From an optimization exercise on the open Yosys and OpenROAD flow, aimed at small area, a short achievable clock period and few clock cycles; shortcuts taken in it are not production practice.
Only simulation tests tie the RTL to the original design; equivalence was not proved.

==> inputs of job 8570 <==
==> flow/design.v <==
module MU0(in_data, rst_n, clk,
           out_data, out_address, memrq, rnw);
    input  [15:0] in_data;
    input         rst_n, clk;
    output [15:0] out_data;
    output [11:0] out_address;
    output        memrq, rnw;
    reg         ex;      
    reg         fe;      
    reg         rs;      
    reg         ka, ub, sb;
    reg         sel;     
    reg  [15:0] ir;
    reg  [11:0] pc;
    reg  [15:0] acc;
    wire [3:0] op   = ir[15:12];
    wire       hop  = op[3] | (op[2:0] == 3'b111);
    wire       dop  = ~op[3] & ~op[2];
    wire       jop  = ~op[3] & op[2] & ~(op[1] & op[0]);
    assign out_address = sel ? ir[11:0] : pc;
    assign memrq       = fe | rs | (ex & ~hop);
    assign rnw         = ~(ex & (op == 4'b0001));
    assign out_data    = acc;
    wire [15:0] a_op  = ka ? acc : 16'd0;
    wire [15:0] b_op  = ub ? ir  : 16'd0;
    wire [16:0] sum   = {a_op, 1'b1} + {b_op, sb};
    wire [15:0] acc_n = sum[16:1];
    wire        pc_en = fe | (ex & jop);
    wire [3:0]  nop   = in_data[15:12];
    wire        ntake = (nop[1:0] == 2'b00) |
                        (nop[1:0] == 2'b01 & ~acc_n[15]) |
                        (nop[1:0] == 2'b10 & (|acc_n));
    wire        sel_n = ~(ex & dop) & ~nop[3] & (~nop[2] | ntake);
    wire        sub_x = ex & (op == 4'b0011);
    always @(posedge clk) begin
        ir  <= in_data ^ {16{sub_x}};
        acc <= acc_n;
        if (~rst_n) begin
            ex  <= 1'b0;
            fe  <= 1'b0;
            rs  <= 1'b1;
            ka  <= 1'b0;
            ub  <= 1'b0;
            sb  <= 1'b0;
            sel <= 1'b0;
            pc  <= 12'd0;
        end else begin
            ex  <= fe | rs | (ex & jop);
            fe  <= ex & dop;
            rs  <= 1'b0;
            ka  <= ~(ex & (op == 4'b0000));
            ub  <= ex & dop & (op[1:0] != 2'b01);
            sb  <= sub_x;
            sel <= sel_n;
            if (pc_en)
                pc <= out_address + 12'd1;
        end
    end
endmodule
==> flow/run.sh <==
#!/bin/bash
# synth_recipe.tcl (not shown) runs the flow's synth.tcl, then flattens the netlist and writes it again
# the make line also repeats each setting of config.mk as NAME=value (left out here)
make -C /OpenROAD-flow-scripts/flow DESIGN_CONFIG=/design/flow/config.mk WORK_HOME=/design/flow/orfs CLKGATE_MAP_FILE= SYNTH_SCRIPT=/design/flow/synth_recipe.tcl finish
==> flow/config.mk <==
export PLATFORM = sky130hd
export DESIGN_NAME = MU0
export DESIGN_NICKNAME = MU0
export VERILOG_FILES = /design/flow/design.v
export SDC_FILE = /design/flow/constraint.sdc
export NUM_CORES = 4
export LEC_CHECK = 0
export CAP_MARGIN = 20
export CORE_MARGIN = 2
export CORE_UTILIZATION = 40
export SETUP_SLACK_MARGIN = 2.0
export SLEW_MARGIN = 20
==> flow/constraint.sdc <==
create_clock -name core_clock -period 4.5 [get_ports {clk}]
set_input_delay 0.9000 -clock core_clock [delete_from_list [all_inputs] [get_ports {clk}]]
set_output_delay 0.9000 -clock core_clock [all_outputs]
set_load 0.01 [all_outputs]
==> inputs of job 5074, as changes to job 8570 <==
==> flow/design.v (replaced) <==
module MU0(in_data, rst_n, clk,
           out_data, out_address, memrq, rnw);
    input  [15:0] in_data;
    input         rst_n, clk;
    output [15:0] out_data;
    output [11:0] out_address;
    output        memrq, rnw;
    reg         ex;      
    reg         fe;      
    reg         rs;      
    reg         sel;     
    reg         ka;      
    reg         ub;      
    reg         sb;      
    reg  [15:0] ir;
    reg  [11:0] pc;
    reg  [15:0] acc;
    wire [3:0] op   = ir[15:12];
    wire       hop  = op[3] | (op[2:0] == 3'b111);
    wire       dop  = ~op[3] & ~op[2];
    wire       jop  = ~op[3] & op[2] & ~(op[1] & op[0]);
    assign out_address = sel ? ir[11:0] : pc;
    assign memrq       = fe | rs | (ex & ~hop);
    assign rnw         = ~(ex & (op == 4'b0001));
    assign out_data    = acc;
    wire [15:0] a_op  = ka ? acc : 16'd0;
    wire [15:0] b_op  = (ub ? in_data : 16'd0) ^ {16{sb}};
    wire [16:0] sum   = {a_op, 1'b1} + {b_op, sb};
    wire [15:0] acc_n = sum[16:1];
    wire        pc_en = fe | (ex & jop);
    wire        nex   = fe | rs | (ex & jop);
    wire [3:0]  nop   = in_data[15:12];
    wire        neg   = acc[15] & ~rs;
    wire        nz    = (|acc) & ~rs;
    wire        ntake = (nop[1:0] == 2'b00) |
                        (nop[1:0] == 2'b01 & ~neg) |
                        (nop[1:0] == 2'b10 & nz);
    wire        sel_n = ~(ex & dop) & ~nop[3] & (~nop[2] | ntake);
    always @(posedge clk) begin
        ir  <= in_data;
        acc <= acc_n;
        if (~rst_n) begin
            ex  <= 1'b0;
            fe  <= 1'b0;
            rs  <= 1'b1;
            sel <= 1'b0;
            ka  <= 1'b0;
            ub  <= 1'b0;
            sb  <= 1'b0;
            pc  <= 12'd0;
        end else begin
            ex  <= nex;
            fe  <= ex & dop;
            rs  <= 1'b0;
            sel <= sel_n;
            ka  <= ~(nex & (nop == 4'b0000));
            ub  <= nex & ~nop[3] & ~nop[2] & (nop[1:0] != 2'b01);
            sb  <= nex & (nop == 4'b0011);
            if (pc_en)
                pc <= out_address + 12'd1;
        end
    end
endmodule
==> flow/flow/run.sh (new file) <==
#!/bin/bash
set -euo pipefail
bash standard.sh BUFFER_PORTS_ARGS="-buffer_cell sky130_fd_sc_hd__buf_1" finish > standard.log 2>&1
==> flow/standard.sh (new file) <==
#!/bin/bash
# synth_recipe.tcl (not shown) runs the flow's synth.tcl, then flattens the netlist and writes it again
# the make line also repeats each setting of config.mk as NAME=value (left out here)
make -C /OpenROAD-flow-scripts/flow DESIGN_CONFIG=/design/flow/config.mk WORK_HOME=/design/flow/orfs CLKGATE_MAP_FILE= SYNTH_SCRIPT=/design/flow/synth_recipe.tcl "${@:-finish}"
Settings changed: ABC_AREA from default to 1, CORE_UTILIZATION 40 to 55, SETUP_SLACK_MARGIN 2.0 to 2.3.
removed: flow/run.sh
==> run summary <==
Between job 8570 and job 5074, the lower clock skew is in job 8570 (gap 0.0032 ns).
In job 8570 the fmax is smaller than in job 5074, by about 25%.
Against job 8570, the via count of job 5074 is larger by 21%.
Critical path depth: job 8570 is higher than job 5074 (5).
Against job 5074, the area after synthesis of job 8570 is lower by about 8%.
Against job 8570, the register-to-register slack of job 5074 is higher by 0.87 ns.
In job 5074 the core utilization is higher than in job 8570, by 15 points.
Of job 8570 and job 5074, job 5074 has the higher first-iteration DRC count (gap about 8%, measured against job 5074).
Testbench counts of job 8570, summed over its fixed seeds: cycles 33,132.
Testbench counts of job 5074, summed over its fixed seeds: cycles 33,132.

[afterwards: timing with drivers on the ports]
How much do the figures lean on ideal ports? The routed layouts below were timed once more, with nothing changed but the port constraints. Step 1 sets driving cells, clkbuf_16 on the clock port and buf_2 on the other inputs (assumed; they add their load-dependent delay and slew). Step 2 moves the port delays by t, midway between the first and last clock arrival at a register: inputs arrive t later, outputs are due t later. That takes back most of the time a late clock gives input paths. Three values: ideal, step 1, step 2; two values: the first two.
run | t (ns) | setup slack, ns | clock arrival spread, ns | cell pins on the clock port's net
job 8570 | 0.333 | 1.655 / 1.655 / 1.655 | 0.005 / 0.005 | 1
job 5074 | 0.341 | 2.355 / 2.323 / 2.065 | 0.009 / 0.008 | 1
After both steps every run listed still meets setup and hold. For job 5074, which loses most, drivers alone change the setup slack by -0.032 ns; drivers and shift together by -0.290 ns.
